Context: an optimization exercise on an open-source flow, tuned for small area and a short achievable clock period. The choices shown serve that exercise and are no tape-out recipe.
Where RTL was checked, it was by simulation tests only, not by an equivalence proof against the original.
Function not checked in runs 1 to 4 and 6: the RTL went through the layout flow alone.
Power figures rest on the tool's default switching activity, not on a simulated workload.

## design/flow/design.v

```verilog
module topmodule (input clk, input reset,
	output [31:0] imem_addr, input [31:0] imem_data,
	output rf_r_we, output [2:0] rf_r_addr, output [31:0] rf_r_data,
	output rf_s_we, output [2:0] rf_s_addr, output [31:0] rf_s_data,
	output dm_we, output [3:0] dm_addr, output [7:0] dm_wdata,
	output [31:0] epc, output [1:0] cause);
	reg  [31:2] pc;                  
	reg  [31:0] ir;                  
	reg  [31:2] id_pc;               
	reg  [31:2] ex_pc;
	reg  [31:0] ex_a, ex_b;          
	reg         ex_fa, ex_fb;        
	reg  [4:0]  ex_sm, ex_sn;        
	reg         ex_fc, ex_fd;
	reg  [7:0]  ex_sdat;             
	reg         ex_op1, ex_sub, ex_rb31;
	reg  [2:0]  ex_rd, ex_sd;
	reg         ex_rwe, ex_ld, ex_st;
	reg  [31:0] mem_alu;
	reg         mem_carry;
	reg  [2:0]  mem_rd, mem_sd;
	reg         mem_rwe, mem_ld, mem_st;
	reg  [3:0]  mem_addr;
	reg  [7:0]  mem_sdat;
	reg  [31:0] wb_alu;
	reg  [7:0]  wb_mem;
	reg  [2:0]  wb_rd, wb_sd;
	reg         wb_rwe, wb_swe;
	reg  [31:2] epc_q;
	reg  [1:0]  cause_q;
	reg  [31:0] rf1, rf2, rf3, rf4, rf5, rf6, rf7;
	reg  [7:0]  dm0, dm1, dm2, dm3, dm4, dm5, dm6, dm7, dm8, dm9, dm10, dm11, dm12, dm13, dm14, dm15;
	wire [4:0] sop  = ir[31:27];
	wire [4:0] rop  = ir[15:11];
	wire [4:0] func = ir[10:6];
	wire [2:0] f_rm = ir[8:6];
	wire [2:0] f_rn = ir[5:3];
	wire [2:0] f_rd = ir[2:0];
	wire [2:0] f_sm = ir[24:22];
	wire [2:0] f_sn = ir[21:19];
	wire [2:0] f_sd = ir[18:16];
	wire is_ld  = sop == 5'b01010;
	wire is_st  = sop == 5'b01011;
	wire is_br  = sop == 5'b11010;
	wire is_jp  = sop == 5'b11100;
	wire is_add = rop == 5'b00011;
	wire is_op1 = rop == 5'b01000;
	wire exc    = ~(is_ld | is_st | is_br | is_jp) | ~(is_add | is_op1);
	wire stall = is_br | is_jp |
		(ex_ld & ((ex_sd == f_rn) | (ex_sd == f_rd) | (ex_sd == f_sm) | (ex_sd == f_sn)));
	wire flush = is_br & mem_carry;
	wire [2:0] a_b = is_op1 ? f_rn : f_rd;
	wire [7:1] s_a, s_b, s_sm, s_sn, s_sd;
	genvar gi;
	generate for (gi = 1; gi < 8; gi = gi + 1) begin : dec
		assign s_a[gi]  = f_rm == gi;
		assign s_b[gi]  = a_b  == gi;
		assign s_sm[gi] = f_sm == gi;
		assign s_sn[gi] = f_sn == gi;
		assign s_sd[gi] = f_sd == gi;
	end endgenerate
	wire [31:0] rd_a = ({32{s_a[1]}} & rf1) | ({32{s_a[2]}} & rf2) | ({32{s_a[3]}} & rf3) |
		({32{s_a[4]}} & rf4) | ({32{s_a[5]}} & rf5) | ({32{s_a[6]}} & rf6) | ({32{s_a[7]}} & rf7);
	wire [31:0] rd_b = ({32{s_b[1]}} & rf1) | ({32{s_b[2]}} & rf2) | ({32{s_b[3]}} & rf3) |
		({32{s_b[4]}} & rf4) | ({32{s_b[5]}} & rf5) | ({32{s_b[6]}} & rf6) | ({32{s_b[7]}} & rf7);
	wire [4:0] rd_sm = ({5{s_sm[1]}} & rf1[4:0]) | ({5{s_sm[2]}} & rf2[4:0]) | ({5{s_sm[3]}} & rf3[4:0]) |
		({5{s_sm[4]}} & rf4[4:0]) | ({5{s_sm[5]}} & rf5[4:0]) | ({5{s_sm[6]}} & rf6[4:0]) | ({5{s_sm[7]}} & rf7[4:0]);
	wire [4:0] rd_sn = ({5{s_sn[1]}} & rf1[4:0]) | ({5{s_sn[2]}} & rf2[4:0]) | ({5{s_sn[3]}} & rf3[4:0]) |
		({5{s_sn[4]}} & rf4[4:0]) | ({5{s_sn[5]}} & rf5[4:0]) | ({5{s_sn[6]}} & rf6[4:0]) | ({5{s_sn[7]}} & rf7[4:0]);
	wire [7:0] rd_sd = ({8{s_sd[1]}} & rf1[7:0]) | ({8{s_sd[2]}} & rf2[7:0]) | ({8{s_sd[3]}} & rf3[7:0]) |
		({8{s_sd[4]}} & rf4[7:0]) | ({8{s_sd[5]}} & rf5[7:0]) | ({8{s_sd[6]}} & rf6[7:0]) | ({8{s_sd[7]}} & rf7[7:0]);
	wire [15:0] s_m;
	generate for (gi = 0; gi < 16; gi = gi + 1) begin : mdec
		assign s_m[gi] = mem_addr == gi;
	end endgenerate
	wire [7:0] memout =
		({8{s_m[0]}}  & dm0)  | ({8{s_m[1]}}  & dm1)  | ({8{s_m[2]}}  & dm2)  | ({8{s_m[3]}}  & dm3)  |
		({8{s_m[4]}}  & dm4)  | ({8{s_m[5]}}  & dm5)  | ({8{s_m[6]}}  & dm6)  | ({8{s_m[7]}}  & dm7)  |
		({8{s_m[8]}}  & dm8)  | ({8{s_m[9]}}  & dm9)  | ({8{s_m[10]}} & dm10) | ({8{s_m[11]}} & dm11) |
		({8{s_m[12]}} & dm12) | ({8{s_m[13]}} & dm13) | ({8{s_m[14]}} & dm14) | ({8{s_m[15]}} & dm15);
	wire m2_a = ex_rwe & (ex_rd != 3'd0) & (ex_rd == f_rm);
	wire m2_b = ex_rwe & (ex_rd != 3'd0) & (ex_rd == f_rn);
	wire m2_c = ex_rwe & (ex_rd != 3'd0) & (ex_rd == f_sm);
	wire m2_d = ex_rwe & (ex_rd != 3'd0) & (ex_rd == f_sn);
	wire m3r_a = mem_rwe & (mem_rd != 3'd0) & (mem_rd == f_rm);
	wire m3r_b = mem_rwe & (mem_rd != 3'd0) & (mem_rd == f_rn);
	wire m3r_c = mem_rwe & (mem_rd != 3'd0) & (mem_rd == f_sm);
	wire m3r_d = mem_rwe & (mem_rd != 3'd0) & (mem_rd == f_sn);
	wire m3s_a = mem_ld & (mem_sd != 3'd0) & (mem_sd == f_rm);
	wire m3s_b = mem_ld & (mem_sd != 3'd0) & (mem_sd == f_rn);
	wire m3s_c = mem_ld & (mem_sd != 3'd0) & (mem_sd == f_sm);
	wire m3s_d = mem_ld & (mem_sd != 3'd0) & (mem_sd == f_sn);
	wire [31:0] pre_a = m3r_a ? mem_alu : m3s_a ? {24'd0, memout} : rd_a;
	wire [31:0] pre_b = m3r_b ? mem_alu : m3s_b ? {24'd0, memout} : rd_b;
	wire [4:0]  pre_c = m3r_c ? mem_alu[4:0] : m3s_c ? memout[4:0] : rd_sm;
	wire [4:0]  pre_d = m3r_d ? mem_alu[4:0] : m3s_d ? memout[4:0] : rd_sn;
	wire f_sub = func == 5'b00101;
	wire f_lsr = func == 5'b01001;
	wire f_neg = func == 5'b00110;
	wire [31:0] neg_imm = {{29{f_rm != 3'd0}}, 3'd0 - f_rm};
	wire [31:0] lsr_r = rd_b >> f_rm;
	wire [31:0] op1_a = f_sub ? neg_imm : f_lsr ? lsr_r : f_neg ? ~rd_b : 32'd0;
	wire [31:0] in1 = ex_fa ? mem_alu : ex_a;
	wire [31:0] in2 = ex_fb ? mem_alu : ex_b;
	wire [32:0] sum = {1'b0, in1} + {1'b0, in2};
	wire ovf_add = (in1[31] == in2[31]) & (sum[31] != in1[31]);
	wire ovf   = ex_op1 ? (ex_sub & ex_rb31 & sum[31]) : ovf_add;
	wire carry = ex_op1 ? (ex_rb31 & ~sum[31]) : sum[32];
	wire [4:0] s1 = ex_fc ? mem_alu[4:0] : ex_sm;
	wire [4:0] s2 = ex_fd ? mem_alu[4:0] : ex_sn;
	wire [4:0] s_sum = s1 + s2;
	wire trap = exc | ovf;
	always @(posedge clk) begin
		if (reset) pc <= 30'd0;
		else if (!stall) pc <= trap ? 30'h3fff : pc + 30'd1;
		if (reset | flush) begin
			ir <= 32'd0;
			id_pc <= 30'd0;
		end else begin
			ir <= imem_data;
			id_pc <= pc;
		end
		if (reset) begin
			ex_pc <= 30'd0; ex_a <= 32'd0; ex_b <= 32'd0; ex_fa <= 1'b0; ex_fb <= 1'b0;
			ex_op1 <= 1'b0; ex_rwe <= 1'b0; ex_ld <= 1'b0; ex_st <= 1'b0;
		end else begin
			ex_pc <= id_pc;
			ex_a <= is_op1 ? op1_a : pre_a;
			ex_b <= is_op1 ? (f_sub ? rd_b : 32'd0) : pre_b;
			ex_fa <= ~is_op1 & m2_a;
			ex_fb <= ~is_op1 & m2_b;
			ex_op1 <= is_op1;
			ex_rwe <= is_add | is_op1; ex_ld <= is_ld; ex_st <= is_st;
		end
		ex_sm <= pre_c; ex_sn <= pre_d; ex_fc <= m2_c; ex_fd <= m2_d;
		ex_sdat <= rd_sd;
		ex_sub <= f_sub; ex_rb31 <= rd_b[31];
		ex_rd <= f_rd; ex_sd <= f_sd;
		if (reset) begin
			mem_rwe <= 1'b0; mem_ld <= 1'b0; mem_st <= 1'b0;
		end else begin
			mem_rwe <= ex_rwe; mem_ld <= ex_ld; mem_st <= ex_st;
		end
		mem_alu <= sum[31:0]; mem_carry <= carry; mem_rd <= ex_rd; mem_sd <= ex_sd;
		mem_addr <= s_sum[4:1]; mem_sdat <= ex_sdat;
		if (reset) begin
			wb_rwe <= 1'b0; wb_swe <= 1'b0;
		end else begin
			wb_rwe <= mem_rwe; wb_swe <= mem_ld;
		end
		wb_alu <= mem_alu; wb_mem <= memout; wb_rd <= mem_rd; wb_sd <= mem_sd;
		if (reset) begin
			epc_q <= 30'd0; cause_q <= 2'b00;
		end else if (trap) begin
			epc_q <= ex_pc; cause_q <= exc ? 2'b01 : 2'b10;
		end
	end
	wire [7:1] hit_r, hit_s, w_r, w_s, keep;
	generate for (gi = 1; gi < 8; gi = gi + 1) begin : rfc
		assign hit_r[gi] = wb_rwe & (wb_rd == gi);
		assign hit_s[gi] = wb_swe & (wb_sd == gi);
		assign w_r[gi]   = ~reset & hit_r[gi];
		assign w_s[gi]   = ~reset & ~hit_r[gi] & hit_s[gi];
		assign keep[gi]  = ~reset & ~hit_r[gi] & ~hit_s[gi];
	end endgenerate
	always @(posedge clk) begin
		rf1 <= ({32{w_r[1]}} & wb_alu) | ({32{w_s[1]}} & {24'd0, wb_mem}) | ({32{keep[1]}} & rf1);
		rf2 <= ({32{w_r[2]}} & wb_alu) | ({32{w_s[2]}} & {24'd0, wb_mem}) | ({32{keep[2]}} & rf2);
		rf3 <= ({32{w_r[3]}} & wb_alu) | ({32{w_s[3]}} & {24'd0, wb_mem}) | ({32{keep[3]}} & rf3);
		rf4 <= ({32{w_r[4]}} & wb_alu) | ({32{w_s[4]}} & {24'd0, wb_mem}) | ({32{keep[4]}} & rf4);
		rf5 <= ({32{w_r[5]}} & wb_alu) | ({32{w_s[5]}} & {24'd0, wb_mem}) | ({32{keep[5]}} & rf5);
		rf6 <= ({32{w_r[6]}} & wb_alu) | ({32{w_s[6]}} & {24'd0, wb_mem}) | ({32{keep[6]}} & rf6);
		rf7 <= ({32{w_r[7]}} & wb_alu) | ({32{w_s[7]}} & {24'd0, wb_mem}) | ({32{keep[7]}} & rf7);
	end
	wire [15:0] dw, dk;
	generate for (gi = 0; gi < 16; gi = gi + 1) begin : dmc
		assign dw[gi] = ~reset & mem_st & s_m[gi];
		assign dk[gi] = ~reset & ~(mem_st & s_m[gi]);
	end endgenerate
	always @(posedge clk) begin
		dm0  <= ({8{dw[0]}}  & mem_sdat) | ({8{dk[0]}}  & dm0)  | ({8{reset}} & 8'h0f);
		dm1  <= ({8{dw[1]}}  & mem_sdat) | ({8{dk[1]}}  & dm1)  | ({8{reset}} & 8'ha5);
		dm2  <= ({8{dw[2]}}  & mem_sdat) | ({8{dk[2]}}  & dm2)  | ({8{reset}} & 8'h42);
		dm3  <= ({8{dw[3]}}  & mem_sdat) | ({8{dk[3]}}  & dm3)  | ({8{reset}} & 8'h00);
		dm4  <= ({8{dw[4]}}  & mem_sdat) | ({8{dk[4]}}  & dm4)  | ({8{reset}} & 8'h00);
		dm5  <= ({8{dw[5]}}  & mem_sdat) | ({8{dk[5]}}  & dm5)  | ({8{reset}} & 8'h09);
		dm6  <= ({8{dw[6]}}  & mem_sdat) | ({8{dk[6]}}  & dm6)  | ({8{reset}} & 8'haa);
		dm7  <= ({8{dw[7]}}  & mem_sdat) | ({8{dk[7]}}  & dm7)  | ({8{reset}} & 8'h84);
		dm8  <= ({8{dw[8]}}  & mem_sdat) | ({8{dk[8]}}  & dm8)  | ({8{reset}} & 8'ha0);
		dm9  <= ({8{dw[9]}}  & mem_sdat) | ({8{dk[9]}}  & dm9)  | ({8{reset}} & 8'h40);
		dm10 <= ({8{dw[10]}} & mem_sdat) | ({8{dk[10]}} & dm10) | ({8{reset}} & 8'h01);
		dm11 <= ({8{dw[11]}} & mem_sdat) | ({8{dk[11]}} & dm11) | ({8{reset}} & 8'h07);
		dm12 <= ({8{dw[12]}} & mem_sdat) | ({8{dk[12]}} & dm12) | ({8{reset}} & 8'h00);
		dm13 <= ({8{dw[13]}} & mem_sdat) | ({8{dk[13]}} & dm13) | ({8{reset}} & 8'hc0);
		dm14 <= ({8{dw[14]}} & mem_sdat) | ({8{dk[14]}} & dm14) | ({8{reset}} & 8'h25);
		dm15 <= ({8{dw[15]}} & mem_sdat) | ({8{dk[15]}} & dm15) | ({8{reset}} & 8'h23);
	end
	assign imem_addr = {pc, 2'b00};
	assign rf_r_we   = wb_rwe;
	assign rf_r_addr = wb_rd;
	assign rf_r_data = wb_alu;
	assign rf_s_we   = wb_swe;
	assign rf_s_addr = wb_sd;
	assign rf_s_data = {24'd0, wb_mem};
	assign dm_we     = mem_st;
	assign dm_addr   = mem_addr;
	assign dm_wdata  = mem_sdat;
	assign epc       = {epc_q, 2'b00};
	assign cause     = cause_q;
endmodule
```

## design/flow/run.sh

```bash
#!/bin/bash
# synth_recipe.tcl (not shown) runs the flow's synth.tcl, then flattens the netlist and writes it again
# the make line also repeats each setting of config.mk as NAME=value (left out here)
make -C /OpenROAD-flow-scripts/flow DESIGN_CONFIG=/design/flow/config.mk WORK_HOME=/design/flow/orfs CLKGATE_MAP_FILE= SYNTH_SCRIPT=/design/flow/synth_recipe.tcl finish
```

## design/flow/config.mk

```make
export PLATFORM = sky130hd
export DESIGN_NAME = topmodule
export DESIGN_NICKNAME = topmodule
export VERILOG_FILES = /design/flow/design.v
export SDC_FILE = /design/flow/constraint.sdc
export NUM_CORES = 4
export LEC_CHECK = 0
export CAP_MARGIN = 20
export CORE_MARGIN = 2
export CORE_UTILIZATION = 40
export SETUP_SLACK_MARGIN = 2.5
export SLEW_MARGIN = 20
```

## design/flow/constraint.sdc

```tcl
create_clock -name core_clock -period 6.5 [get_ports {clk}]
set_input_delay 1.3000 -clock core_clock [delete_from_list [all_inputs] [get_ports {clk}]]
set_output_delay 1.3000 -clock core_clock [all_outputs]
set_load 0.01 [all_outputs]
```

==> results of run 1 <==
per-stage QoR:
stage | setup WS, ps | total power, mW | hold WS (ps) | cells | area (um^2)
6_report | 2490 | 10.0 | 324 | 4797 | 38800
5_1_grt | 2480 | 10.3 | 323 | 4796 | 38700
4_1_cts | 2520 | 10.0 | 323 | 4778 | 38500
3_5_place_dp | 1630 | 5.38 | 312 | 4629 | 35700
3_3_place_gp | 1680 | 5.37 | 310 | 4627 | 35600
2_1_floorplan | 2870 | 5.02 | 310 | 3620 | 33200
area by class of cell:
| type | instances | area, um^2 |
|---|---|---|
| antenna | 1 | 2.50 |
| tap | 1070 | 1340 |
| multi-input combinational | 2486 | 17600 |
| clock buffer | 107 | 2290 |
| sequential | 704 | 14100 |
| clock inverter | 40 | 478 |
| timing repair buffer | 268 | 2520 |
| fill | 7838 | 43200 |
| inverter | 121 | 454 |
worst paths after layout:
path                       from  slack [ps]  cells past startpoint                  end
min reg2reg  ex_sdat[3]$_DFF_P_         320                      0  mem_sdat[3]$_DFF_P_
max reg2reg    ir[1]$_SDFF_PP0_        2490                      8   ex_a[7]$_SDFF_PP0_
max            ir[1]$_SDFF_PP0_        2490                      8   ex_a[7]$_SDFF_PP0_
min          ex_sdat[3]$_DFF_P_         320                      0  mem_sdat[3]$_DFF_P_
power groups by stage:
| stage | registers [mW] | clock network, mW | logic [mW] |
|---|---|---|---|
| after floorplan | 4.56 | 0 | 0.453 |
| after global placement | 4.62 | 0 | 0.748 |
| after detailed placement | 4.62 | 0 | 0.752 |
| after CTS | 4.53 | 4.75 | 0.754 |
| after global routing | 4.54 | 4.94 | 0.816 |
| final | 4.53 | 4.69 | 0.780 |
critical path, delay by kind of cell, from the launching register on:
kind / cells / cell delay [ps]
AOI/OAI and AO/OA: 5 / 1950
buffers and inverters: 1 / 310
and+or+nand+nor: 2 / 890
DFF: 1 / 700
layout by cell type (no fill, tap or decap), types with 80 or more instances in the layout:
master | netlist | routed
and2_1 | 80 | 81
clkdlybuf4s50_1 | 0 | 153
nor2_1 | 204 | 198
mux2_2 | 156 | 156
buf_4 | 32 | 104
clkbuf_16 | 0 | 81
mux2i_1 | 143 | 143
a21oi_1 | 206 | 204
nand2_1 | 321 | 320
dfxtp_1 | 704 | 700
nand3_1 | 132 | 132
o21ai_0 | 144 | 141
a222oi_1 | 80 | 80
inv_1 | 118 | 118
a22o_1 | 180 | 180
timing repair:
item / CTS / global route
pin swaps: 2 / 2
buffers inserted: 2 / 16
gates resized for setup: 8 / 8
setup endpoints to repair: 71 / 82
state kept, by name, summed over array words and instances, names as in the netlist, 30 cells and up:
register  flops
rf1          32
mem_alu      32
pc           30
ir           30
rf3          32
ex_b         32
ex_a         32
rf7          32
id_pc        30
epc_q        30
ex_pc        30
rf4          32
rf6          32
rf5          32
wb_alu       32
rf2          32
layer usage:
layer	GRT usage [%]	share of wire, %
met4	13.7	5.1
met1	35.1	41
met2	42.4	45
met3	5.08	9.1
met5	0	0
cells by family after synthesis:
kind of cell | Yosys count | synth area share (%)
XOR/XNOR | 97 | 2.57
AND/OR/NAND/NOR | 967 | 14.0
adder cells (fa/ha/maj) | 44 | 1.71
AO/OA/AOI/OAI | 1033 | 23.0
other | 1 | 0.0113
flip-flops | 704 | 42.6
multiplexers | 317 | 10.8
buffers and inverters | 430 | 5.35
==> impl_metrics.env, run 1 <==
export IMPL_max_clock_freq_mhz=250
export IMPL_fin_worst_skew_ps=28.7
export IMPL_grt_max_degree=93
export IMPL_slew_viol_final=0
export IMPL_wl_per_cell_um=24.8
export IMPL_ant_nets=0
export IMPL_grt_overflow_total=0
export IMPL_yosys_area_top_type_share_pct=42.6
export IMPL_via_per_inst=6.14
export IMPL_final_nets=3739
export IMPL_synthTopCellsByCount="704 x dfxtp_1, 321 x nand2_1, 221 x clkbuf_1"
export IMPL_cts_htree_levels=3
export IMPL_ys_seq_area_share_pct=42.6
export IMPL_dieArea_um2=85100
export IMPL_drc=0
export IMPL_grt_pass1_vias=27500
export IMPL_crit_fanout=8
export IMPL_min_period_over_period_pct=61.7
export IMPL_io_pins=185
export IMPL_avgSynthCellArea_um2=9.21
export IMPL_p_switching_mw=2.62
export IMPL_p_clk_share_pct=46.9
export IMPL_ys_seq_elements=704
export IMPL_initial_core_util_pct=40.4
export IMPL_cp_end_kind="flop"
export IMPL_synth_most_common_cell="dfxtp_1"
export IMPL_crit_type="reg -> reg"
export IMPL_p_comb_share_pct=7.8
export IMPL_crit_path_max_incr_delay_ps=700
export IMPL_synth_edf_count=0
export IMPL_synth_top_flop_cell="dfxtp_1"
export IMPL_vdd_drop_max_v=0.000188
export IMPL_p_per_area_nw_per_um2=258
export IMPL_path_cells="inv_1 -> a211oi_1 -> or2_1 -> a21oi_1 -> a21oi_1 -> nor2_1 -> a221o_1 -> a221o_1"
export IMPL_wirelength_mm=119
export IMPL_drv_cap=0
export IMPL_cts_root_buf="clkbuf_16"
export IMPL_synth_cell_types=94
export IMPL_power_share_switching_pct=26.2
export IMPL_cts_sinks=704
export IMPL_antenna_found_initial=1
export IMPL_post_route_util_pct=47.3
export IMPL_slew_headroom_pct=21.8
export IMPL_rows=105
export IMPL_internal_power_mw=7.38
export IMPL_leakage_nw=14.7
export IMPL_synthTopCellsByArea="dfxtp_1 43%, mux2_2 5.3%, a22o_1 4.8%"
export IMPL_holdBufCountCts=0
export IMPL_clkLatencyLatePin_ps=660
export IMPL_place_gp_congestion=0.923
export IMPL_drtPass1Iterations=10
export IMPL_arrival_ps=4530
export IMPL_p_seq_share_pct=45.3
export IMPL_routed_via_count=29400
export IMPL_die_w_um=292
export IMPL_clockBufferDepth=3
export IMPL_synth_cells=3593
export IMPL_drive_gt1_share_pct=13.3
export IMPL_path_clk_slew_ps=60
export IMPL_hold_class="reg -> reg"
export IMPL_drtIter0Drc=4015
export IMPL_hold_viol_final=0
export IMPL_grt_pass1_wl_mm=177
export IMPL_period_needed_ps=4010
export IMPL_async_reset_ff_share_pct=0
export IMPL_die_height_um=292
export IMPL_status="complete, no violations"
export IMPL_grt_setup_unrepaired="yes"
export IMPL_cts_made_buffers=80
export IMPL_required_ps=7020
export IMPL_synth_warning_count=1
export IMPL_yosysTopAreaCell="dfxtp_1"
export IMPL_synth_area_um2=33100
export IMPL_slowest_stage="dfxtp_1"
export IMPL_dpl_hpwl_mm=79.0
export IMPL_critPathLaunchType="flop"
export IMPL_cts_tree="yes"
export IMPL_final_setup_tns_ps=0
export IMPL_area_delta_synth_final_pct=17.0
export IMPL_port_buffers=154
export IMPL_core_area_um2=82000
export IMPL_grt_total_usage_pct=26.9
export IMPL_setup_viol=0
export IMPL_tightest_slew_ps=1170
==> run 2, diff against run 1 <==
--- a/design/flow/config.mk
+++ b/design/flow/config.mk
@@ -9,3 +9,3 @@
 export CORE_MARGIN = 2
-export CORE_UTILIZATION = 40
+export CORE_UTILIZATION = 65
 export SETUP_SLACK_MARGIN = 2.5
==> impl_metrics.env, run 2 <==
export IMPL_status="complete, no violations"
export IMPL_period_needed_ps=4080
export IMPL_leakage_nw=14.6
export IMPL_grt_max_degree=105
export IMPL_cts_tree="yes"
export IMPL_p_per_area_nw_per_um2=263
export IMPL_rr_endpoint="ex_a[26]$_SDFF_PP0_"
export IMPL_grt_pass1_wl_mm=179
export IMPL_ant_nets=0
export IMPL_internal_power_mw=7.50
export IMPL_clkLatencyLatePin_ps=650
export IMPL_wl_per_cell_um=27.6
export IMPL_via_per_inst=7.10
export IMPL_synth_most_common_cell="dfxtp_1"
export IMPL_synthTopCellsByArea="dfxtp_1 43%, mux2_2 5.3%, a22o_1 4.8%"
export IMPL_mostFrequentLayoutCell="dfxtp_1"
export IMPL_final_cell_area_um2=38000
export IMPL_grt_pass1_vias=29900
export IMPL_max_clock_freq_mhz=245
export IMPL_slew_headroom_pct=18.8
export IMPL_final_nets=3713
export IMPL_min_period_over_period_pct=62.7
export IMPL_final_cell_mix="698 x dfxtp_1, 319 x nand2_1, 204 x a21oi_1"
export IMPL_holdBufCountCts=0
export IMPL_drc=0
export IMPL_antenna_found_initial=1
export IMPL_yosysTopAreaCell="dfxtp_1"
export IMPL_cts_htree_levels=3
export IMPL_p_seq_share_pct=45.5
export IMPL_place_gp_congestion=0.984
export IMPL_synth_warning_count=1
export IMPL_p_switching_mw=2.49
export IMPL_cp_end_kind="flop"
export IMPL_slowest_stage="o22ai_1"
export IMPL_reg2reg_slack_ps=2420
export IMPL_routed_via_count=31000
export IMPL_busiest_layer="met2"
export IMPL_timing_hold_ws_ps=326
export IMPL_path_clk_slew_ps=60
export IMPL_required_ps=6980
export IMPL_ys_seq_elements=704
export IMPL_critPathLaunchType="flop"
export IMPL_p_clk_share_pct=46.8
export IMPL_vdd_drop_max_v=0.000231
export IMPL_synth_cell_types=94
export IMPL_cts_sinks=704
export IMPL_synth_area_um2=33100
export IMPL_drive_gt1_share_pct=12.7
export IMPL_fin_worst_skew_ps=24.8
export IMPL_dieArea_um2=52800
export IMPL_synthTopCellsByCount="704 x dfxtp_1, 321 x nand2_1, 221 x clkbuf_1"
export IMPL_reg2reg_depth=8
export IMPL_synth_cells=3593
export IMPL_grt_util_met1_pct=51.6
export IMPL_ys_seq_area_share_pct=42.6
export IMPL_holdPathEnd="mem_sdat[7]$_DFF_P_"
export IMPL_async_reset_ff_share_pct=0
export IMPL_cts_made_buffers=73
export IMPL_die_height_um=230
export IMPL_core_area_um2=50200
export IMPL_yosys_area_top_type_share_pct=42.6
export IMPL_rows=82
export IMPL_slew_viol_final=0
export IMPL_crit_type="reg -> reg"
export IMPL_wirelength_mm=121
export IMPL_hold_class="reg -> reg"
export IMPL_timing_final_ws_setup_ps=2420
export IMPL_port_buffers=154
export IMPL_dp_slack_ps=1870
export IMPL_dpl_hpwl_mm=77.2
export IMPL_io_pins=185
export IMPL_initial_core_util_pct=66.0
export IMPL_drtPass1Iterations=11
export IMPL_drv_cap=0
export IMPL_p_comb_share_pct=7.7
export IMPL_crit_fanout=17
export IMPL_hold_depth=0
export IMPL_hold_viol_final=0
export IMPL_grt_overflow_total=0
export IMPL_setup_viol=0
export IMPL_hold_start="ex_sdat[7]$_DFF_P_"
export IMPL_use_met2_pct=68.8
export IMPL_post_route_util_pct=75.8
export IMPL_crit_path_max_incr_delay_ps=620
export IMPL_power_share_switching_pct=25.0
export IMPL_reg2reg_from="ir[15]$_SDFF_PP0_"
export IMPL_grt_total_usage_pct=43.9
export IMPL_synth_edf_count=0
export IMPL_synth_top_flop_cell="dfxtp_1"
export IMPL_grt_use_met3_pct=10.0
export IMPL_avgSynthCellArea_um2=9.21
export IMPL_final_setup_tns_ps=0
export IMPL_dpl_cell_area_um2=35000
export IMPL_path_cells="or2_1 -> o21ai_4 -> o22ai_2 -> a221o_1 -> o22ai_1 -> mux2i_1 -> a221oi_1 -> a211oi_1"
export IMPL_drtIter0Drc=4702
export IMPL_clockBufferDepth=3
export IMPL_area_delta_synth_final_pct=14.9
export IMPL_tightest_slew_ps=1220
export IMPL_die_w_um=230
export IMPL_cts_root_buf="clkbuf_16"
export IMPL_arrival_ps=4550
export IMPL_grt_setup_unrepaired="yes"
==> run 2: what timing repair did <==
action | CTS | global route
cloned | 0 | 2
setup endpoints to repair | 88 | 105
endpoints found under the hold margin | 0 | 0
buffers inserted | 2 | 8
resized for setup | 16 | 12
pin swaps | 1 | 5
==> run 2: stage by stage <==
step / power, mW / std cells
2_1_floorplan: 5.02 / 3620
3_3_place_gp: 5.33 / 4219
3_5_place_dp: 5.35 / 4219
4_1_cts: 9.93 / 4354
5_1_grt: 10.2 / 4365
6_report: 9.99 / 4366
==> run 2: final cells by class <==
cell class | instances | area (um^2)
Multi-Input combinational cell | 2486 | 17600
Sequential cell | 704 | 14100
Fill cell | 3525 | 12100
Timing Repair Buffer | 249 | 2320
Clock buffer | 99 | 2110
Tap cell | 672 | 841
Clock inverter | 34 | 583
Inverter | 121 | 454
Antenna cell | 1 | 2.50
==> run 2: worst max-delay path by stage <==
| stage | endpoint | slack, ps | startpoint | cells after the start |
|---|---|---|---|---|
| 6_report | ex_a[26]$_SDFF_PP0_ | 2420 | ir[15]$_SDFF_PP0_ | 8 |
| 5_1_grt | ex_a[7]$_SDFF_PP0_ | 2470 | ir[1]$_SDFF_PP0_ | 9 |
| 4_1_cts | ex_a[25]$_SDFF_PP0_ | 2470 | ir[12]$_SDFF_PP0_ | 9 |
| 3_5_place_dp | pc[21]$_SDFFE_PP0N_ | 1870 | ex_fb$_SDFF_PP0_ | 11 |
| 3_3_place_gp | pc[15]$_SDFFE_PP0N_ | 1650 | ex_fb$_SDFF_PP0_ | 12 |
| 2_1_floorplan | pc[22]$_SDFFE_PP0N_ | 2870 | ex_fa$_SDFF_PP0_ | 15 |
==> run 2: critical path, delay by kind of cell, from the launching register on <==
kind	cells	cell delay (ps)
mux	1	270
simple gates	1	490
flops	1	310
compound gates	6	2830
==> run 2: power groups by stage <==
stage               registers, mW  logic (mW)  clock network, mW
finish                       4.55       0.765               4.68
global route                 4.55       0.785               4.84
CTS                          4.54       0.721               4.67
detailed placement           4.63       0.713                  0
global placement             4.63       0.701                  0
floorplan                    4.56       0.453                  0
==> run 2: layer usage <==
metal / vias to the layer above / wire [um]
met2: 2323 / 54200
met4: 0 / 11300
met1: 14700 / 42000
met5: - / 0
met3: 687 / 13100
li1: 13300 / -
==> run 2: cells by family (layout without fill, tap and decap cells) <==
| group | after synthesis | in the layout | synth area share, % |
|---|---|---|---|
| fa+ha+maj | 44 | 44 | 1.71 |
| compound gates | 1033 | 1033 | 23.0 |
| other cells | 1 | 29 | 0.0113 |
| xor+xnor | 97 | 97 | 2.57 |
| mux | 317 | 317 | 10.8 |
| flops | 704 | 704 | 42.6 |
| buf+inv | 430 | 503 | 5.35 |
| simple gates | 967 | 967 | 14.0 |
==> run 3, diff against run 2 <==
--- a/design/flow/config.mk
+++ b/design/flow/config.mk
@@ -9,4 +9,4 @@
 export CORE_MARGIN = 2
-export CORE_UTILIZATION = 65
-export SETUP_SLACK_MARGIN = 2.5
+export CORE_UTILIZATION = 40
+export SETUP_SLACK_MARGIN = 3.5
 export SLEW_MARGIN = 20
==> impl_metrics.env, run 3 <==
export IMPL_final_setup_tns_ps=0
export IMPL_period_needed_ps=3510
export IMPL_vdd_drop_max_v=0.000186
export IMPL_min_period_over_period_pct=53.9
export IMPL_met2_length_mm=56.3
export IMPL_crit_fanout=7
export IMPL_grt_setup_unrepaired="yes"
export IMPL_path_clk_slew_ps=60
export IMPL_ys_seq_elements=704
export IMPL_reg2reg_depth=16
export IMPL_critPathTopFamily="buffers and inverters"
export IMPL_fin_worst_skew_ps=41.3
export IMPL_required_ps=7010
export IMPL_slew_viol_final=0
export IMPL_mostFrequentLayoutCell="dfxtp_1"
export IMPL_path_cells="buf_12 -> buf_16 -> buf_6 -> mux2_4 -> ha_4 -> nand2_4 -> o221ai_4 -> a21oi_4 -> a211oi_4 -> nor4b_4 -> nor4bb_4 -> buf_12 -> buf_12 -> buf_16 -> mux2i_1 -> nor2_1"
export IMPL_grt_total_usage_pct=28.9
export IMPL_io_pins=185
export IMPL_dp_cells=4614
export IMPL_hold_depth=0
export IMPL_avgSynthCellArea_um2=9.21
export IMPL_synth_cell_types=94
export IMPL_synth_warning_count=1
export IMPL_final_cell_area_um2=42400
export IMPL_dpl_cell_area_um2=35900
export IMPL_cts_made_buffers=78
export IMPL_status="complete, no violations"
export IMPL_grt_pass1_wl_mm=189
export IMPL_synth_area_um2=33100
export IMPL_ant_nets=0
export IMPL_final_nets=3899
export IMPL_drive_gt1_share_pct=22.8
export IMPL_synth_cells=3593
export IMPL_top_layer="met5"
export IMPL_synthTopCellsByArea="dfxtp_1 43%, mux2_2 5.3%, a22o_1 4.8%"
export IMPL_hold_start="ex_sdat[6]$_DFF_P_"
export IMPL_leakage_nw=16.1
export IMPL_synth_edf_count=0
export IMPL_rows=105
export IMPL_cp_num_buf_inv=6
export IMPL_wl_met3_mm=13.5
export IMPL_holdPathEnd="mem_sdat[6]$_DFF_P_"
export IMPL_cts_htree_levels=3
export IMPL_synth_top_flop_cell="dfxtp_1"
export IMPL_critPathLaunchType="flop"
export IMPL_die_w_um=292
export IMPL_rr_endpoint="epc_q[18]$_SDFFE_PP0N_"
export IMPL_grt_pass1_vias=29600
export IMPL_cp_common_cell="buf_12"
export IMPL_fin_cells=4953
export IMPL_timing_hold_ws_ps=323
export IMPL_wl_met1_mm=50.7
export IMPL_wirelength_mm=129
export IMPL_yosys_area_top_type_share_pct=42.6
export IMPL_reg2reg_from="ex_fa$_SDFF_PP0_"
export IMPL_via_per_inst=6.28
export IMPL_slowest_stage="dfxtp_4"
export IMPL_drc=0
export IMPL_cts_tree="yes"
export IMPL_dieArea_um2=85100
export IMPL_synthTopCellsByCount="704 x dfxtp_1, 321 x nand2_1, 221 x clkbuf_1"
export IMPL_clkLatencyLatePin_ps=650
export IMPL_crit_path_max_incr_delay_ps=420
export IMPL_antenna_found_initial=2
export IMPL_place_gp_congestion=0.938
export IMPL_area_delta_synth_final_pct=28.0
export IMPL_slew_headroom_pct=25.8
export IMPL_path_depth=16
export IMPL_tightest_slew_ps=1090
export IMPL_die_height_um=292
export IMPL_yosysTopAreaCell="dfxtp_1"
export IMPL_cts_sinks=704
export IMPL_num_fill_cells=7428
export IMPL_setup_viol=0
export IMPL_hold_class="reg -> reg"
export IMPL_core_area_um2=82000
export IMPL_ys_seq_area_share_pct=42.6
export IMPL_grt_max_degree=100
export IMPL_clockBufferDepth=3
export IMPL_cp_end_kind="flop"
export IMPL_initial_core_util_pct=40.4
export IMPL_p_per_area_nw_per_um2=244
export IMPL_reg2reg_slack_ps=2990
export IMPL_drtIter0Drc=4309
export IMPL_hold_viol_final=0
export IMPL_grt_overflow_total=0
export IMPL_max_clock_freq_mhz=285
export IMPL_crit_type="reg -> reg"
export IMPL_async_reset_ff_share_pct=0
export IMPL_dpl_hpwl_mm=78.0
export IMPL_arrival_ps=4020
export IMPL_final_cell_mix="636 x dfxtp_1, 313 x nand2_1, 203 x buf_4"
export IMPL_diodes=0
export IMPL_drtPass1Iterations=10
export IMPL_cts_root_buf="clkbuf_16"
export IMPL_routed_via_count=31100
export IMPL_port_buffers=154
export IMPL_wl_per_cell_um=26.0
export IMPL_holdBufCountCts=0
export IMPL_drv_cap=0
export IMPL_synth_most_common_cell="dfxtp_1"
run 3: metrics by stage:
stage	power, mW	setup slack [ps]	utilization [%]
after floorplan	5.03	3500	-
after global placement	5.37	1990	43.8
after detailed placement	5.37	1950	43.8
after CTS	10.3	3050	50.3
after global routing	10.6	2890	51.7
final	10.3	2990	51.7
run 3: worst register-to-register path, stage by stage (launching register included):
cell and delay [ps]:
dfxtp_4 420, buf_12 140, buf_16 140, buf_6 110, mux2_4 310, ha_4 330, nand2_4 70, o221ai_4 240
a21oi_4 110, a211oi_4 360, nor4b_4 100, nor4bb_4 330, buf_12 200, buf_12 150, buf_16 130, mux2i_1 180
nor2_1 50
run 3: kinds of logic (layout without fill, tap and decap cells):
kind of cell | count (synthesis) | after routing | share of synthesized area, %
AO/OA/AOI/OAI | 1033 | 1033 | 23.0
XOR/XNOR | 97 | 97 | 2.57
adder cells (fa/ha/maj) | 44 | 44 | 1.71
buffers and inverters | 430 | 690 | 5.35
flip-flops | 704 | 704 | 42.6
multiplexers | 317 | 317 | 10.8
other | 1 | 28 | 0.0113
AND/OR/NAND/NOR | 967 | 970 | 14.0
run 3: metal layers:
metal,up-vias,track usage (%)
met4,4,18.0
met1,15000,36.9
li1,13700,-
met3,483,6.00
met2,1984,44.5
met5,-,0
run 3: how the worst max path moves through the flow:
stage	endpoint	startpoint	slack [ps]
global route	epc_q[26]$_SDFFE_PP0N_	ex_fa$_SDFF_PP0_	2890
detailed placement	epc_q[24]$_SDFFE_PP0N_	ex_fb$_SDFF_PP0_	1950
floorplan	epc_q[5]$_SDFFE_PP0N_	ex_fa$_SDFF_PP0_	3500
global placement	ex_a[24]$_SDFF_PP0_	ir[15]$_SDFF_PP0_	1990
finish	epc_q[18]$_SDFFE_PP0N_	ex_fa$_SDFF_PP0_	2990
CTS	epc_q[7]$_SDFFE_PP0N_	ex_fa$_SDFF_PP0_	3050
run 3: power breakdown:
group	internal (mW)	total [mW]	switching (mW)	leakage, nW
logic	0.378	0.959	0.581	9.02
clock network	2.91	4.82	1.92	1.35
registers	4.39	4.54	0.154	5.75
total	7.67	10.3	2.65	16.1
run 3: repair_timing:
item / 4_1_cts / 5_1_grt
endpoints found under the hold margin: 0 / 0
setup endpoints to repair: 216 / 181
setup buffers: 123 / 54
resized for setup: 296 / 141
cloned: 17 / 2
pin swaps: 58 / 60
run 3: final cells by class:
class                           count  area, um^2  share of cell area (%)
Sequential cell                   704       14300                    33.6
Clock inverter                     38         599                    1.41
Timing Repair Buffer              427        4430                    10.5
Multi-Input combinational cell   2489       19100                    45.1
Tap cell                         1070        1340                    3.16
Clock buffer                      104        2190                    5.17
Inverter                          121         469                    1.11
==> run 4, diff against run 3 <==
--- a/design/flow/config.mk
+++ b/design/flow/config.mk
@@ -10,3 +10,5 @@
 export CORE_UTILIZATION = 40
-export SETUP_SLACK_MARGIN = 3.5
+export CTS_CLUSTER_DIAMETER = 60
+export CTS_CLUSTER_SIZE = 30
+export SETUP_SLACK_MARGIN = 2.5
 export SLEW_MARGIN = 20
==> impl_metrics.env, run 4 <==
export IMPL_fin_cells=4770
export IMPL_avgSynthCellArea_um2=9.21
export IMPL_crit_fanout=34
export IMPL_synth_warning_count=1
export IMPL_drtPass1Iterations=9
export IMPL_max_clock_freq_mhz=253
export IMPL_critPathLaunchType="flop"
export IMPL_clockBufferDepth=3
export IMPL_synthTopCellsByCount="704 x dfxtp_1, 321 x nand2_1, 221 x clkbuf_1"
export IMPL_final_setup_tns_ps=0
export IMPL_cts_made_buffers=68
export IMPL_final_nets=3721
export IMPL_leakage_nw=14.5
export IMPL_min_period_over_period_pct=60.8
export IMPL_io_pins=185
export IMPL_dpl_hpwl_mm=79.0
export IMPL_dpl_cell_area_um2=35700
export IMPL_drc=0
export IMPL_fin_worst_skew_ps=41.0
export IMPL_tightest_slew_ps=1130
export IMPL_ant_nets=0
export IMPL_crit_type="reg -> reg"
export IMPL_mostFrequentLayoutCell="dfxtp_1"
export IMPL_cts_tree="yes"
export IMPL_arrival_ps=4440
export IMPL_final_cell_area_um2=38400
export IMPL_dieArea_um2=85100
export IMPL_hold_viol_final=0
export IMPL_rows=105
export IMPL_wirelength_mm=119
export IMPL_ys_seq_area_share_pct=42.6
export IMPL_initial_core_util_pct=40.4
export IMPL_p_per_area_nw_per_um2=252
export IMPL_holdBufCountCts=0
export IMPL_synth_xor_area_share_pct=2.57
export IMPL_routed_via_count=29300
export IMPL_clkLatencyLatePin_ps=660
export IMPL_hold_class="reg -> reg"
export IMPL_grt_pass1_vias=27300
export IMPL_path_clk_slew_ps=70
export IMPL_grt_pass1_wl_mm=177
export IMPL_vdd_drop_max_v=0.000208
export IMPL_area_delta_synth_final_pct=15.9
export IMPL_num_fill_cells=7885
export IMPL_synth_area_um2=33100
export IMPL_drtIter0Drc=3771
export IMPL_fin_total_pwr_mw=9.66
export IMPL_antenna_found_initial=0
export IMPL_final_cell_mix="700 x dfxtp_1, 320 x nand2_1, 204 x a21oi_1"
export IMPL_synth_top_flop_cell="dfxtp_1"
export IMPL_cts_htree_levels=3
export IMPL_slew_headroom_pct=24.4
export IMPL_synthTopCellsByArea="dfxtp_1 43%, mux2_2 5.3%, a22o_1 4.8%"
export IMPL_period_needed_ps=3950
export IMPL_die_w_um=292
export IMPL_async_reset_ff_share_pct=0
export IMPL_place_gp_congestion=0.923
export IMPL_ys_seq_elements=704
export IMPL_yosys_area_top_type_share_pct=42.6
export IMPL_synth_edf_count=0
export IMPL_grt_overflow_total=0
export IMPL_grt_total_usage_pct=26.9
export IMPL_die_height_um=292
export IMPL_wl_per_cell_um=24.9
export IMPL_synthAdderAreaFrac_pct=1.71
export IMPL_cts_root_buf="clkbuf_16"
export IMPL_synth_cells=3593
export IMPL_cts_sinks=704
export IMPL_yosysTopAreaCell="dfxtp_1"
export IMPL_port_buffers=154
export IMPL_synthSimpleGateAreaFrac_pct=14.0
export IMPL_synth_compound_area_share_pct=23.0
export IMPL_required_ps=6980
export IMPL_slew_viol_final=0
export IMPL_synth_top_family_by_area="compound AO/OA/AOI/OAI gates"
export IMPL_dp_cells=4629
export IMPL_drv_cap=0
export IMPL_drive_gt1_share_pct=12.9
export IMPL_post_route_util_pct=46.8
export IMPL_synthMuxAreaShare_pct=10.8
export IMPL_cp_end_kind="flop"
export IMPL_synth_most_common_cell="dfxtp_1"
export IMPL_via_per_inst=6.14
export IMPL_grt_setup_unrepaired="yes"
export IMPL_grt_max_degree=93
export IMPL_synth_cell_types=94
export IMPL_setup_viol=0
export IMPL_core_area_um2=82000
export IMPL_status="complete, no violations"
run 4: cell counts after synthesis:
No cell type changed its count.
run 4: timing repair:
item,4_1_cts,5_1_grt
buffers inserted,2,10
setup endpoints to repair,72,87
endpoints found under the hold margin,0,0
pin swaps,2,2
resized for setup,8,7
run 4: power breakdown:
group / leakage, nW / switching, mW / internal [mW] / total [mW]
registers: 5.72 / 0.139 / 4.39 / 4.53
logic: 7.62 / 0.515 / 0.264 / 0.779
clock network: 1.19 / 2.10 / 2.25 / 4.36
total: 14.5 / 2.76 / 6.90 / 9.66
run 4: logic make-up (layout without fill, tap and decap cells):
logic type | after synthesis | count (layout)
muxes | 317 | 317
adders and majority gates | 44 | 44
and+or+nand+nor | 967 | 967
buffers and inverters | 430 | 509
other | 1 | 29
xor gates and xnor gates | 97 | 97
DFF | 704 | 704
AOI/OAI and AO/OA | 1033 | 1033
run 4: final cells by class:
| class | count | area (um^2) | area share, % |
|---|---|---|---|
| diodes | 1 | 2.50 | 0.00652 |
| clock buffers | 74 | 1770 | 4.62 |
| clock inverters | 52 | 686 | 1.79 |
| inverters | 121 | 454 | 1.18 |
| multi-input cells | 2486 | 17500 | 45.7 |
| flip-flops and latches | 704 | 14100 | 36.8 |
| well taps | 1070 | 1340 | 3.49 |
| repair buffers | 262 | 2460 | 6.41 |
run 4: worst max-delay path, stage by stage (launching register included):
cell and delay, ps:
dfxtp_1 340, or3b_4 530, nor2_4 770, o31ai_2 340, buf_4 290, a221o_1 310, o22ai_1 430, mux2i_1 210
a221oi_1 380, a211oi_1 200
run 4: routing by layer:
| metal | wire length [um] | GRT usage [%] | vias to the layer above | part of all wire [%] |
|---|---|---|---|---|
| li1 | - | - | 13300 | - |
| met1 | 48900 | 35.2 | 14200 | 41 |
| met2 | 53600 | 42.2 | 1565 | 45 |
| met3 | 10200 | 4.89 | 290 | 8.6 |
| met4 | 6260 | 13.9 | 0 | 5.3 |
| met5 | 0 | 0 | - | 0 |
run 4: final timing paths:
check	from	end	slack, ps	depth (start not counted)
max	ir[12]$_SDFF_PP0_	ex_a[26]$_SDFF_PP0_	2550	9
min	ex_sdat[1]$_DFF_P_	mem_sdat[1]$_DFF_P_	310	0
max reg2reg	ir[12]$_SDFF_PP0_	ex_a[26]$_SDFF_PP0_	2550	9
min reg2reg	ex_sdat[1]$_DFF_P_	mem_sdat[1]$_DFF_P_	310	0
run 4: per-stage QoR:
step | hold slack (ps) | setup WS, ps
after global routing | 311 | 2490
after detailed placement | 312 | 1630
after floorplan | 310 | 2870
final | 312 | 2550
after global placement | 310 | 1680
after CTS | 305 | 2520
==> run 5, diff against run 4 <==
--- a/design/flow/design.v
+++ b/design/flow/design.v
@@ -6,3 +6,4 @@
 	output [31:0] epc, output [1:0] cause);
-	reg  [31:2] pc;                  
+	reg  [31:2] pcb;                 
+	reg         pct;                 
 	reg  [31:0] ir;                  
@@ -32,2 +33,3 @@
 	reg  [7:0]  dm0, dm1, dm2, dm3, dm4, dm5, dm6, dm7, dm8, dm9, dm10, dm11, dm12, dm13, dm14, dm15;
+	wire [31:2] pc = pct ? 30'h3fff : pcb;
 	wire [4:0] sop  = ir[31:27];
@@ -113,4 +115,7 @@
 	always @(posedge clk) begin
-		if (reset) pc <= 30'd0;
-		else if (!stall) pc <= trap ? 30'h3fff : pc + 30'd1;
+		if (reset) begin
+			pcb <= 30'd0; pct <= 1'b0;
+		end else if (!stall) begin
+			pcb <= pc + 30'd1; pct <= trap;
+		end
 		if (reset | flush) begin
--- a/design/flow/config.mk
+++ b/design/flow/config.mk
@@ -7,2 +7,3 @@
 export LEC_CHECK = 0
+export ABC_AREA = 1
 export CAP_MARGIN = 20
@@ -10,5 +11,3 @@
 export CORE_UTILIZATION = 40
-export CTS_CLUSTER_DIAMETER = 60
-export CTS_CLUSTER_SIZE = 30
-export SETUP_SLACK_MARGIN = 2.5
+export SETUP_SLACK_MARGIN = 3.0
 export SLEW_MARGIN = 20
==> impl_metrics.env, run 5 <==
export IMPL_endpoint="ex_a[7]$_SDFF_PP0_"
export IMPL_startpoint="ir[6]$_SDFF_PP0_"
export IMPL_wl_per_cell_um=24.1
export IMPL_multiInputGateArea_um2=14700
export IMPL_rows=104
export IMPL_yosys_area_top_type_share_pct=43.8
export IMPL_hold_class="reg -> reg"
export IMPL_drv_cap=0
export IMPL_grt_pass1_vias=30300
export IMPL_drc=0
export IMPL_io_pins=185
export IMPL_dieArea_um2=82900
export IMPL_synth_cells=4350
export IMPL_dp_cells=5418
export IMPL_crit_type="reg -> reg"
export IMPL_grt_total_usage_pct=31.1
export IMPL_initial_core_util_pct=40.2
export IMPL_synthTopCellsByArea="dfxtp_1 44%, inv_1 8.1%, nand2_1 7.7%"
export IMPL_yosysTopAreaCell="dfxtp_1"
export IMPL_ys_seq_area_share_pct=43.8
export IMPL_final_setup_tns_ps=0
export IMPL_crit_path_max_incr_delay_ps=500
export IMPL_dp_slack_ps=1910
export IMPL_drive_gt1_share_pct=6.84
export IMPL_tightest_slew_ps=1210
export IMPL_arrival_ps=4000
export IMPL_fin_cells=5578
export IMPL_post_route_util_pct=47.1
export IMPL_holdBufCountCts=0
export IMPL_path_depth=12
export IMPL_port_buffers=154
export IMPL_die_height_um=288
export IMPL_mostFrequentLayoutCell="dfxtp_1"
export IMPL_synth_most_common_cell="dfxtp_1"
export IMPL_antenna_found_initial=4
export IMPL_slew_viol_final=0
export IMPL_reg2reg_depth=12
export IMPL_dpl_hpwl_mm=86.5
export IMPL_core_area_um2=80200
export IMPL_seqCellArea_um2=14100
export IMPL_drtPass1Iterations=8
export IMPL_cts_htree_levels=3
export IMPL_fin_total_pwr_mw=9.64
export IMPL_vdd_drop_max_v=0.000206
export IMPL_clockBufferDepth=3
export IMPL_final_nets=4539
export IMPL_period_needed_ps=3470
export IMPL_critPathTopFamily="buffers and inverters"
export IMPL_grt_pass1_wl_mm=194
export IMPL_cts_made_buffers=78
export IMPL_min_period_over_period_pct=53.5
export IMPL_ant_nets=0
export IMPL_reg2reg_slack_ps=3030
export IMPL_routed_via_count=32500
export IMPL_place_gp_congestion=0.977
export IMPL_ys_seq_elements=705
export IMPL_timing_final_ws_setup_ps=3030
export IMPL_path_cells="clkbuf_8 -> clkinvlp_4 -> ha_1 -> nand2_2 -> buf_4 -> o22ai_1 -> a2111oi_0 -> nand2_1 -> nand3_1 -> o21ai_0 -> o21ai_0 -> a21oi_1"
export IMPL_crit_fanout=40
export IMPL_synth_area_um2=32200
export IMPL_cp_end_kind="flop"
export IMPL_p_per_area_nw_per_um2=255
export IMPL_area_delta_synth_final_pct=17.1
export IMPL_final_cell_mix="701 x dfxtp_1, 684 x inv_1, 644 x nand2_1"
export IMPL_cts_root_buf="clkbuf_16"
export IMPL_grt_overflow_total=0
export IMPL_cts_tree="yes"
export IMPL_rr_endpoint="ex_a[7]$_SDFF_PP0_"
export IMPL_path_clk_slew_ps=60
export IMPL_status="complete, no violations"
export IMPL_slowest_stage="a2111oi_0"
export IMPL_cp_num_buf_inv=3
export IMPL_die_w_um=288
export IMPL_fin_worst_skew_ps=41.9
export IMPL_via_per_inst=5.83
export IMPL_synth_warning_count=1
export IMPL_critPathLaunchType="flop"
export IMPL_grt_max_degree=65
export IMPL_slew_headroom_pct=19.1
export IMPL_cts_sinks=705
export IMPL_synthTopCellsByCount="705 x dfxtp_1, 694 x inv_1, 657 x nand2_1"
export IMPL_drtIter0Drc=3798
export IMPL_wirelength_mm=134
export IMPL_max_clock_freq_mhz=288
export IMPL_num_fill_cells=8101
export IMPL_reg2reg_from="ir[6]$_SDFF_PP0_"
export IMPL_synth_edf_count=0
export IMPL_async_reset_ff_share_pct=0
export IMPL_synth_top_flop_cell="dfxtp_1"
export IMPL_clkLatencyLatePin_ps=660
export IMPL_leakage_nw=14.2
export IMPL_setup_viol=0
export IMPL_cp_common_cell="o21ai_0"
export IMPL_hold_viol_final=0
export IMPL_required_ps=7030
export IMPL_avgSynthCellArea_um2=7.41
export IMPL_grt_setup_unrepaired="yes"
export IMPL_synth_cell_types=59
## run 5: stage by stage
| stage | cell area (um^2) | hold WS [ps] |
|---|---|---|
| CTS | 37400 | 326 |
| global route | 37700 | 329 |
| finish | 37700 | 325 |
| detailed placement | 34600 | 312 |
| floorplan | 32300 | 310 |
| global placement | 34600 | 310 |
## run 5: kinds of logic after synthesis
group,share of synthesized area [%]
AOI/OAI and AO/OA,20.4
xor gates and xnor gates,1.85
adders and majority gates,1.75
buffers and inverters,11.8
DFF,43.8
other,0.0116
and+or+nand+nor,20.4
## run 5: worst min-delay path by stage
stage	startpoint	endpoint	depth (start not counted)
3_5_place_dp	ex_sdat[4]$_DFF_P_	mem_sdat[4]$_DFF_P_	0
2_1_floorplan	ex_sdat[0]$_DFF_P_	mem_sdat[0]$_DFF_P_	0
5_1_grt	ex_sdat[6]$_DFF_P_	mem_sdat[6]$_DFF_P_	0
4_1_cts	ex_sdat[6]$_DFF_P_	mem_sdat[6]$_DFF_P_	0
3_3_place_gp	ex_sdat[0]$_DFF_P_	mem_sdat[0]$_DFF_P_	0
6_report	ex_sdat[6]$_DFF_P_	mem_sdat[6]$_DFF_P_	0
## run 5: final cells by class
cell class / count / share of cell area (%)
clock inverter: 28 / 0.985
clock buffer: 107 / 5.86
antenna: 2 / 0.0133
multi-input combinational: 2736 / 39.0
tap: 1060 / 3.51
sequential: 705 / 37.4
inverter: 706 / 7.08
timing repair buffer: 234 / 6.12
## run 5: power by group
group	switching, mW	internal [mW]	total, mW
combinational	0.477	0.179	0.655
sequential	0.0634	4.38	4.45
clock	1.90	2.63	4.54
total	2.44	7.20	9.64
## run 5: repair_timing
action	4_1_cts	5_1_grt
cloned	3	3
pin swaps	5	4
hold endpoints to repair	0	0
setup buffers	8	8
setup endpoints to repair	120	133
resized for setup	30	38
## run 5: layer usage
layer | wire [um] | vias up | GRT usage [%]
met3 | 13500 | 572 | 6.21
li1 | - | 14900 | -
met5 | 13 | - | 0
met1 | 51900 | 15100 | 39.0
met4 | 10300 | 2 | 20.4
met2 | 58500 | 2013 | 48.6
==> run 6, diff against run 5 <==
--- a/design/flow/design.v
+++ b/design/flow/design.v
@@ -12,3 +12,3 @@
 	reg  [31:0] ex_a, ex_b;          
-	reg         ex_fa, ex_fb;        
+	reg  [3:0]  ex_fa, ex_fb;        
 	reg  [4:0]  ex_sm, ex_sn;        
@@ -20,3 +20,3 @@
 	reg  [31:0] mem_alu;
-	reg         mem_carry;
+	reg         mem_g, mem_p;        
 	reg  [2:0]  mem_rd, mem_sd;
@@ -52,2 +52,3 @@
 		(ex_ld & ((ex_sd == f_rn) | (ex_sd == f_rd) | (ex_sd == f_sm) | (ex_sd == f_sn)));
+	wire mem_carry = mem_g | (mem_p & ~mem_alu[31]);
 	wire flush = is_br & mem_carry;
@@ -82,4 +83,4 @@
 		({8{s_m[12]}} & dm12) | ({8{s_m[13]}} & dm13) | ({8{s_m[14]}} & dm14) | ({8{s_m[15]}} & dm15);
-	wire m2_a = ex_rwe & (ex_rd != 3'd0) & (ex_rd == f_rm);
-	wire m2_b = ex_rwe & (ex_rd != 3'd0) & (ex_rd == f_rn);
+	wire eq_a = ex_rd == f_rm;
+	wire eq_b = ex_rd == f_rn;
 	wire m2_c = ex_rwe & (ex_rd != 3'd0) & (ex_rd == f_sm);
@@ -104,4 +105,7 @@
 	wire [31:0] op1_a = f_sub ? neg_imm : f_lsr ? lsr_r : f_neg ? ~rd_b : 32'd0;
-	wire [31:0] in1 = ex_fa ? mem_alu : ex_a;
-	wire [31:0] in2 = ex_fb ? mem_alu : ex_b;
+	wire [31:0] in1, in2;
+	generate for (gi = 0; gi < 4; gi = gi + 1) begin : fwd
+		assign in1[8*gi+7:8*gi] = ex_fa[gi] ? mem_alu[8*gi+7:8*gi] : ex_a[8*gi+7:8*gi];
+		assign in2[8*gi+7:8*gi] = ex_fb[gi] ? mem_alu[8*gi+7:8*gi] : ex_b[8*gi+7:8*gi];
+	end endgenerate
 	wire [32:0] sum = {1'b0, in1} + {1'b0, in2};
@@ -109,3 +113,4 @@
 	wire ovf   = ex_op1 ? (ex_sub & ex_rb31 & sum[31]) : ovf_add;
-	wire carry = ex_op1 ? (ex_rb31 & ~sum[31]) : sum[32];
+	wire cy_g = ~ex_op1 & in1[31] & in2[31];
+	wire cy_p = ex_op1 ? ex_rb31 : (in1[31] ^ in2[31]);
 	wire [4:0] s1 = ex_fc ? mem_alu[4:0] : ex_sm;
@@ -128,3 +133,3 @@
 		if (reset) begin
-			ex_pc <= 30'd0; ex_a <= 32'd0; ex_b <= 32'd0; ex_fa <= 1'b0; ex_fb <= 1'b0;
+			ex_pc <= 30'd0; ex_a <= 32'd0; ex_b <= 32'd0; ex_fa <= 4'd0; ex_fb <= 4'd0;
 			ex_op1 <= 1'b0; ex_rwe <= 1'b0; ex_ld <= 1'b0; ex_st <= 1'b0;
@@ -134,4 +139,6 @@
 			ex_b <= is_op1 ? (f_sub ? rd_b : 32'd0) : pre_b;
-			ex_fa <= ~is_op1 & m2_a;
-			ex_fb <= ~is_op1 & m2_b;
+			ex_fa <= {4{~is_op1 & ex_rwe}} & {eq_a & (ex_rd != 3'd0) & (f_rm != 3'd0), eq_a & (|(ex_rd | f_rm)),
+				eq_a & (f_rm != 3'd0), eq_a & (ex_rd != 3'd0)};
+			ex_fb <= {4{~is_op1 & ex_rwe}} & {eq_b & (ex_rd != 3'd0) & (f_rn != 3'd0), eq_b & (|(ex_rd | f_rn)),
+				eq_b & (f_rn != 3'd0), eq_b & (ex_rd != 3'd0)};
 			ex_op1 <= is_op1;
@@ -148,3 +155,3 @@
 		end
-		mem_alu <= sum[31:0]; mem_carry <= carry; mem_rd <= ex_rd; mem_sd <= ex_sd;
+		mem_alu <= sum[31:0]; mem_g <= cy_g; mem_p <= cy_p; mem_rd <= ex_rd; mem_sd <= ex_sd;
 		mem_addr <= s_sum[4:1]; mem_sdat <= ex_sdat;
==> design/flow/flow/run.sh (new file) <==
#!/bin/bash
# Own layout flow: the standard flow (standard.sh), unchanged except that the port
# buffers are sky130_fd_sc_hd__buf_2 cells instead of the delay cells buffer_ports picks by
# default. The synthesis is the standard one. Each step's output goes to a log file in this
# folder, and ORFS keeps its own per-step logs under orfs/logs.
set -euo pipefail
W=$(pwd)
export BUFFER_PORTS_ARGS="-buffer_cell sky130_fd_sc_hd__buf_2"
bash standard.sh synth > $W/flow_synth.log 2>&1
bash standard.sh > $W/flow_layout.log 2>&1
==> design/flow/standard.sh (new file) <==
#!/bin/bash
# synth_recipe.tcl (not shown) runs the flow's synth.tcl, then flattens the netlist and writes it again
# the make line also repeats each setting of config.mk as NAME=value (left out here)
make -C /OpenROAD-flow-scripts/flow DESIGN_CONFIG=/design/flow/config.mk WORK_HOME=/design/flow/orfs CLKGATE_MAP_FILE= SYNTH_SCRIPT=/design/flow/synth_recipe.tcl "${@:-finish}"
--- a/design/flow/config.mk
+++ b/design/flow/config.mk
@@ -11,3 +11,3 @@
 export CORE_UTILIZATION = 40
-export SETUP_SLACK_MARGIN = 3.0
+export SETUP_SLACK_MARGIN = 3.5
 export SLEW_MARGIN = 20
removed: design/flow/run.sh
==> impl_metrics.env, run 6 <==
export IMPL_slowest_stage="buf_4"
export IMPL_crit_path_max_incr_delay_ps=550
export IMPL_synthTopCellsByCount="712 x dfxtp_1, 691 x inv_1, 645 x nand2_1"
export IMPL_drtIter0Drc=4167
export IMPL_grt_setup_unrepaired="yes"
export IMPL_cts_htree_levels=3
export IMPL_vdd_drop_max_v=0.000204
export IMPL_synth_cell_types=58
export IMPL_grt_pass1_wl_mm=194
export IMPL_drc=0
export IMPL_rows=104
export IMPL_ant_nets=0
export IMPL_synth_edf_count=0
export IMPL_period_needed_ps=2990
export IMPL_synth_area_um2=32400
export IMPL_initial_core_util_pct=40.3
export IMPL_final_setup_tns_ps=0
export IMPL_ys_seq_area_share_pct=44.0
export IMPL_grt_max_degree=72
export IMPL_yosysTopAreaCell="dfxtp_1"
export IMPL_clockBufferDepth=3
export IMPL_cts_root_buf="clkbuf_16"
export IMPL_p_per_area_nw_per_um2=255
export IMPL_dpl_hpwl_mm=86.4
export IMPL_synthTopCellsByArea="dfxtp_1 44%, inv_1 8.0%, nand2_1 7.5%"
export IMPL_cts_sinks=712
export IMPL_synth_warning_count=1
export IMPL_hold_viol_final=0
export IMPL_fin_worst_skew_ps=19.8
export IMPL_final_cell_mix="694 x dfxtp_1, 674 x inv_1, 620 x nand2_1"
export IMPL_grt_overflow_total=0
export IMPL_grt_total_usage_pct=30.9
export IMPL_reg2reg_depth=10
export IMPL_clkLatencyLatePin_ps=640
export IMPL_crit_fanout=33
export IMPL_arrival_ps=3450
export IMPL_die_w_um=289
export IMPL_cp_end_kind="flop"
export IMPL_grt_pass1_vias=30700
export IMPL_path_clk_slew_ps=60
export IMPL_synth_top_flop_cell="dfxtp_1"
export IMPL_wirelength_mm=135
export IMPL_place_gp_congestion=0.990
export IMPL_async_reset_ff_share_pct=0
export IMPL_synth_cells=4382
export IMPL_path_cells="buf_2 -> clkinv_4 -> nand3_1 -> buf_4 -> o221ai_1"
export IMPL_avgSynthCellArea_um2=7.39
export IMPL_tightest_slew_ps=1240
export IMPL_diodes=0
export IMPL_status="complete, no violations"
export IMPL_endpoint="rf2[7]$_DFF_P_"
export IMPL_antenna_found_initial=1
export IMPL_yosys_area_top_type_share_pct=44.0
export IMPL_fin_total_pwr_mw=9.84
export IMPL_max_clock_freq_mhz=335
export IMPL_mostFrequentLayoutCell="dfxtp_1"
export IMPL_drive_gt1_share_pct=13.0
export IMPL_drv_cap=0
export IMPL_port_buffers=154
export IMPL_area_delta_synth_final_pct=18.8
export IMPL_cts_made_buffers=79
export IMPL_ys_seq_elements=712
export IMPL_critPathLaunchType="input pin"
export IMPL_reg2reg_slack_ps=3520
export IMPL_leakage_nw=15.0
export IMPL_setup_viol=0
export IMPL_die_height_um=289
export IMPL_rr_endpoint="mem_alu[29]$_DFF_P_"
export IMPL_dieArea_um2=83300
export IMPL_required_ps=6960
export IMPL_min_period_over_period_pct=45.9
export IMPL_io_pins=185
export IMPL_core_area_um2=80400
export IMPL_synth_most_common_cell="dfxtp_1"
export IMPL_cts_tree="yes"
export IMPL_crit_type="in -> reg"
export IMPL_reg2reg_from="ex_fa[1]$_SDFF_PP0_"
export IMPL_final_nets=4630
export IMPL_startpoint="reset"
export IMPL_hold_class="reg -> reg"
export IMPL_wl_per_cell_um=23.9
export IMPL_routed_via_count=33400
export IMPL_via_per_inst=5.90
export IMPL_slew_headroom_pct=16.8
export IMPL_drtPass1Iterations=8
export IMPL_slew_viol_final=0
run 6: changes by cell type in the layout (fill, tap and decap cells not counted), sizes merged, moves of 8 or more:
cell,previous run,this run
a21oi,166,174
a211oi,16,6
inv,698,684
nor2,503,488
buf,78,287
clkdlybuf4s50,153,0
nor3,56,65
o2111ai,31,23
nand2,662,652
o21ai,289,309
nand4,109,135
run 6: power by group:
part,switching [mW],internal (mW)
Clock,1.90,2.76
Combinational,0.502,0.183
Sequential,0.0681,4.42
run 6: stage by stage:
step	cell area [um^2]	worst slack (ps)	hold WS [ps]	instances	utilization, %
after floorplan	32500	3730	310	4409	-
after global placement	33900	2110	311	5433	42.2
after detailed placement	33900	2100	312	5433	42.2
after CTS	37600	3500	320	5618	46.8
after global routing	38500	3430	328	5663	47.9
final	38500	3510	324	5663	47.9
run 6: cell type report:
| type | count | area, um^2 |
|---|---|---|
| Clock buffer | 109 | 2230 |
| Clock inverter | 28 | 410 |
| Fill cell | 8103 | 41900 |
| Inverter | 699 | 2660 |
| Multi-Input combinational cell | 2761 | 15300 |
| Sequential cell | 712 | 14300 |
| Tap cell | 1060 | 1330 |
| Timing Repair Buffer | 294 | 2250 |
run 6: worst min-delay path by stage:
| stage | from | to | slack (ps) | cells after the start |
|---|---|---|---|---|
| floorplan | ex_sdat[0]$_DFF_P_ | mem_sdat[0]$_DFF_P_ | 310 | 0 |
| global route | ex_sdat[7]$_DFF_P_ | mem_sdat[7]$_DFF_P_ | 330 | 0 |
| CTS | ex_sdat[1]$_DFF_P_ | mem_sdat[1]$_DFF_P_ | 320 | 0 |
| detailed placement | ex_sdat[6]$_DFF_P_ | mem_sdat[6]$_DFF_P_ | 310 | 0 |
| finish | ex_sdat[7]$_DFF_P_ | mem_sdat[7]$_DFF_P_ | 320 | 0 |
| global placement | ex_sdat[5]$_DFF_P_ | mem_sdat[5]$_DFF_P_ | 310 | 0 |
run 6: cell families after synthesis:
logic type      synth area share, %
simple gates                   20.3
compound gates                 20.4
buf+inv                        11.6
flops                          44.0
xor+xnor                       1.81
fa+ha+maj                      1.94
other cells                  0.0116
run 6: timing repair:
item | 4_1_cts | 5_1_grt
endpoints found under the setup margin | 245 | 171
gates resized for setup | 135 | 127
pin swaps | 17 | 40
gates cloned | 9 | 6
buffers inserted | 39 | 39
hold buffers | 0 | 0
run 6: metal layers:
metal  up-vias  global-route usage [%]  routed length [um]
met5         -                       0                  11
met4         2                    20.6               10500
met3       502                    7.78               15200
met2      2076                    46.5               56600
met1     15700                    39.2               52800
li1      15200                       -                   -
run 6: critical path: cells and delay by family:
family	cells	cell delay, ps
buffers and inverters	3	1420
AND/OR/NAND/NOR	1	500
AO/OA/AOI/OAI	1	190

## port drivers added, routing unchanged
No port has a modelled driver above. Below, the same layouts with a new extraction and two added sets of constraints. Step 1, drivers: a clkbuf_16 drives clk and a buf_2 each remaining input, both assumed. Step 2 also shifts input and output timing later by t, the mid clock arrival at the registers, as if the neighbouring blocks saw the same clock. Three values: ideal, step 1, step 2; two values: the first two.
run	t, ns	setup WS [ns]	latest minus earliest clock arrival (ns)	worst register clock-pin slew, ns
run 1	0.707	2.492 / 2.492 / 2.492	0.034 / 0.034	0.07 / 0.07
run 2	0.699	2.423 / 2.423 / 2.423	0.028 / 0.028	0.08 / 0.08
run 3	0.691	2.995 / 2.995 / 2.919	0.042 / 0.043	0.07 / 0.07
run 4	0.705	2.546 / 2.546 / 2.546	0.042 / 0.042	0.09 / 0.09
run 5	0.710	3.026 / 3.026 / 2.534	0.043 / 0.043	0.07 / 0.07
run 6	0.700	3.514 / 3.467 / 2.844	0.021 / 0.021	0.07 / 0.07
After both steps setup and hold are still met in every run listed. For run 6, which loses most, drivers alone change the setup slack by -0.047 ns; drivers and shift together by -0.670 ns.
